From an optimization exercise on the open Yosys and OpenROAD flow, aimed at small area; shortcuts taken in it are not production practice.
Function was checked by simulation only, so behaviour that the tests miss may differ from the original.
No activity file was given, so power comes from the tool's default toggle rates.

## before
==> flow/design.v (excerpt) <==
module MouseTransceiver(
	input 			RESET,
	input 			CLK,
	input 			CLK_MOUSE_IN,		 
	output 			CLK_MOUSE_OUT_EN,	 
	input 			DATA_MOUSE_IN,		 
	output 			DATA_MOUSE_OUT,		 
	output 			DATA_MOUSE_OUT_EN,	 
        output  [3:0] SEG_SELECT_OUT,
        output  [7:0] HEX_OUT,
        output  [1:0] LED_OUT
);
	reg       ClkMouseIn;
	reg       ClkLast;
	reg [2:0] ClkRun;		 
	reg       ClkMouseInDly;
	wire      run_full = &ClkRun;
	always @(posedge CLK) begin
		if (RESET)
			ClkMouseIn <= 1'b0;
		else if (run_full)
			ClkMouseIn <= ClkLast;
	end
	always @(posedge CLK) begin
		if (~RESET) begin
			ClkLast <= CLK_MOUSE_IN;
			if (CLK_MOUSE_IN != ClkLast)
				ClkRun <= 3'd0;
			else if (~run_full)
				ClkRun <= {ClkRun[2] ^ (&ClkRun[1:0]), ClkRun[1] ^ ClkRun[0], ~ClkRun[0]};
		end
	end
	always @(posedge CLK)
		ClkMouseInDly <= ClkMouseIn;
	wire Fall = ClkMouseInDly & ~ClkMouseIn;
	wire [5:0]		MasterState;
	MouseTransmitter T(
					.RESET (RESET),
					.CLK(CLK),
					.STATE(MasterState),
					.CLK_MOUSE_OUT_EN(CLK_MOUSE_OUT_EN),
					.DATA_MOUSE_OUT(DATA_MOUSE_OUT),
					.DATA_MOUSE_OUT_EN(DATA_MOUSE_OUT_EN)
	);
	wire 			ReadEnable;
	wire [7:0] 		ByteRead;
	wire 			ByteError;
	wire 			ByteReady;
	wire 			RxStart, RxShift, ShiftIn;
	wire [2:0] 		BitIndex;
	MouseReceiver R(
					.RESET(RESET),
					.CLK(CLK),
					.FALL(Fall),
					.DATA_MOUSE_IN(DATA_MOUSE_IN),
					.READ_ENABLE(ReadEnable),
					.SHIFT_IN(ShiftIn),
					.START(RxStart),
					.SHIFT(RxShift),
					.BIT_INDEX(BitIndex),
					.BYTE_READ(ByteRead),
					.BYTE_ERROR(ByteError),
					.BYTE_READY(ByteReady)
	);
	wire 			StatusLoad, DxLoad, AddX, AddY, SendInterrupt;
	MouseMasterSM MSM(
					.RESET(RESET),
					.CLK(CLK),
					.FALL(Fall),
					.CLK_MOUSE_IN(ClkMouseIn),
					.DATA_MOUSE_IN(DATA_MOUSE_IN),
					.STATE(MasterState),
					.READ_ENABLE(ReadEnable),
					.BYTE_READ(ByteRead),
					.BYTE_ERROR(ByteError),
					.BYTE_READY(ByteReady),
					.STATUS_LOAD(StatusLoad),
					.DX_LOAD(DxLoad),
					.ADD_X(AddX),
					.ADD_Y(AddY),
					.SEND_INTERRUPT(SendInterrupt)
	);
	reg [7:0] MouseX;
	reg [6:0] MouseY;
	reg [7:0] NextX;		 
	reg [3:0] Status;		 
	reg       Carry;
	reg [1:0] Led;
	wire       SignY = Status[2];
	wire       Add   = AddX | AddY;
	wire       Ovf   = AddX ? NextX[1] : Status[3];
  ...
clock: 10.0 ns
lec_check: 0
cap_margin: 20
core_margin: 2
core_utilization: 60
slew_margin: 20
standard.sh (not shown) runs the stock make flow with config.mk's settings and CLKGATE_MAP_FILE= SYNTH_SCRIPT=/design/flow/synth_recipe.tcl, a recipe that flattens the netlist after the stock synthesis.
==> flow/flow/run.sh <==
#!/bin/bash
# The standard layout (standard.sh) with these changes to how it is made:
#  - synthesis is the standard synthesis script, except that no full/half
#    adder extraction runs before ABC and ABC maps with an area-oriented script
#    and no delay target. Several such scripts (flow/abc_*.txt) are tried, and
#    the one whose netlist has the least cell area is kept. Registers are
#    mapped exactly as in the standard synthesis: ABC only sees the logic
#    between them;
#  - the clock tree is built from clkbuf_4 cells, without dummy loads;
#  - port buffers are buf_1 cells.
# Each tool's full output goes to flow.log, next to ORFS's own logs in orfs/.
set -euo pipefail
W=$(pwd)
LOG=$W/flow.log
: > "$LOG"
STAT=$W/orfs/reports/sky130hd/MouseTransceiver/base/synth_stat.txt
VARS=(ADDER_MAP_FILE=
  "CTS_ARGS=-sink_clustering_enable -repair_clock_nets -buf_list sky130_fd_sc_hd__clkbuf_4 -sink_clustering_size 30 -sink_clustering_max_diameter 100 -dont_use_dummy_load"
  "BUFFER_PORTS_ARGS=-buffer_cell sky130_fd_sc_hd__buf_1")

# ORFS's synth.tcl with the ABC script replaced and its -D delay target dropped,
# and the standard flow's synthesis script sourcing it
make_synth_script() {
  sed "/synth_preamble.tcl/a set abc_args [lreplace \$abc_args 1 1 $1]\nset i [lsearch -exact \$abc_args -D]\nif {\$i >= 0} { set abc_args [lreplace \$abc_args \$i [expr {\$i + 1}]] }" \
    "$FLOW_HOME/scripts/synth.tcl" > "$W/orfs_synth.tcl"
  sed "s#\$::env(SCRIPTS_DIR)/synth.tcl#$W/orfs_synth.tcl#" "$W/synth_recipe.tcl" > "$W/own_synth.tcl"
}

best=""
best_area=""
first=1
for s in "$W"/flow/abc_*.txt; do
  make_synth_script "$s"
  if [[ $first == 1 ]]; then
    bash standard.sh SYNTH_SCRIPT="$W/own_synth.tcl" "${VARS[@]}" synth >> "$LOG" 2>&1
    first=0
  else
    bash standard.sh SYNTH_SCRIPT="$W/own_synth.tcl" "${VARS[@]}" do-yosys >> "$LOG" 2>&1
  fi
  area=$(awk '/Chip area for module/ {print $NF}' "$STAT")
  echo "ABC script $(basename "$s"): cell area $area" >> "$LOG"
  if [[ -z "$best" ]] || awk -v a="$area" -v b="$best_area" 'BEGIN { exit !(a < b) }'; then
    best=$s
    best_area=$area
  fi
done
echo "keeping ABC script $(basename "$best") ($best_area)" >> "$LOG"
make_synth_script "$best"
bash standard.sh SYNTH_SCRIPT="$W/own_synth.tcl" "${VARS[@]}" do-yosys >> "$LOG" 2>&1
bash standard.sh SYNTH_SCRIPT="$W/own_synth.tcl" "${VARS[@]}" finish >> "$LOG" 2>&1
Other scripts of this flow, unchanged in this note and not shown: flow/flow/abc_s11.txt, flow/flow/abc_s12.txt, flow/flow/abc_s14.txt, flow/flow/abc_s4.txt, flow/flow/abc_s7.txt, flow/flow/abc_s8.txt
before ran to completion and came out clean on the timing, design-rule and antenna checks.
Changes in after relative to before:
diff --git a/flow/flow/run.sh b/flow/flow/run.sh
--- a/flow/flow/run.sh
+++ b/flow/flow/run.sh
@@ -18 +18 @@
-  "CTS_ARGS=-sink_clustering_enable -repair_clock_nets -buf_list sky130_fd_sc_hd__clkbuf_4 -sink_clustering_size 30 -sink_clustering_max_diameter 100 -dont_use_dummy_load"
+  "CTS_ARGS=-sink_clustering_enable -repair_clock_nets -buf_list sky130_fd_sc_hd__clkbuf_4 -dont_use_dummy_load"
Findings:
Summary of after over before: net load switching power ~0 delta, total power consumption of the routed design ~0 delta, number of remaining DRC errors ~0 delta. Any difference in number of distinct library cells after synthesis between before and after is small enough to ignore. after against before: number of standard cells in the final layout excluding fillers was more or less identical, proportion of final cell area spent on non-clock buffers was more or less identical, proportion of synthesized area in mux cells stayed essentially flat, proportion of register bits with asynchronous set or reset after synthesis has remained practically unchanged, number of diodes added for antenna fixing flat. As far as clock network contribution to total cell area is concerned, after and before perform about the same.

==> re-timing with driven ports <==
Ports are ideal in the flow. The routed layouts listed here were re-timed in OpenROAD. Step 1 sets driving cells, clkbuf_16 on the clock port and buf_2 on the other inputs (assumed; they add their load-dependent delay and slew). Step 2, shift: input delay + t, output delay - t, t = (earliest + latest rising clock arrival at the registers) / 2. This alone moves slack from input paths to output paths. a / b / c = ideal ports / drivers / drivers and shift; a / b = the first two.
| run | t (ns) | slack for setup (ns) | worst setup path after step 2 | worst data-port slew with drivers (ns) |
|---|---|---|---|---|
| before | 0.510 | 6.159 / 6.127 / 6.472 | input to register | 0.04 |
| after | 0.510 | 6.159 / 6.127 / 6.472 | input to register | 0.04 |
After both steps every run listed still meets setup and hold.
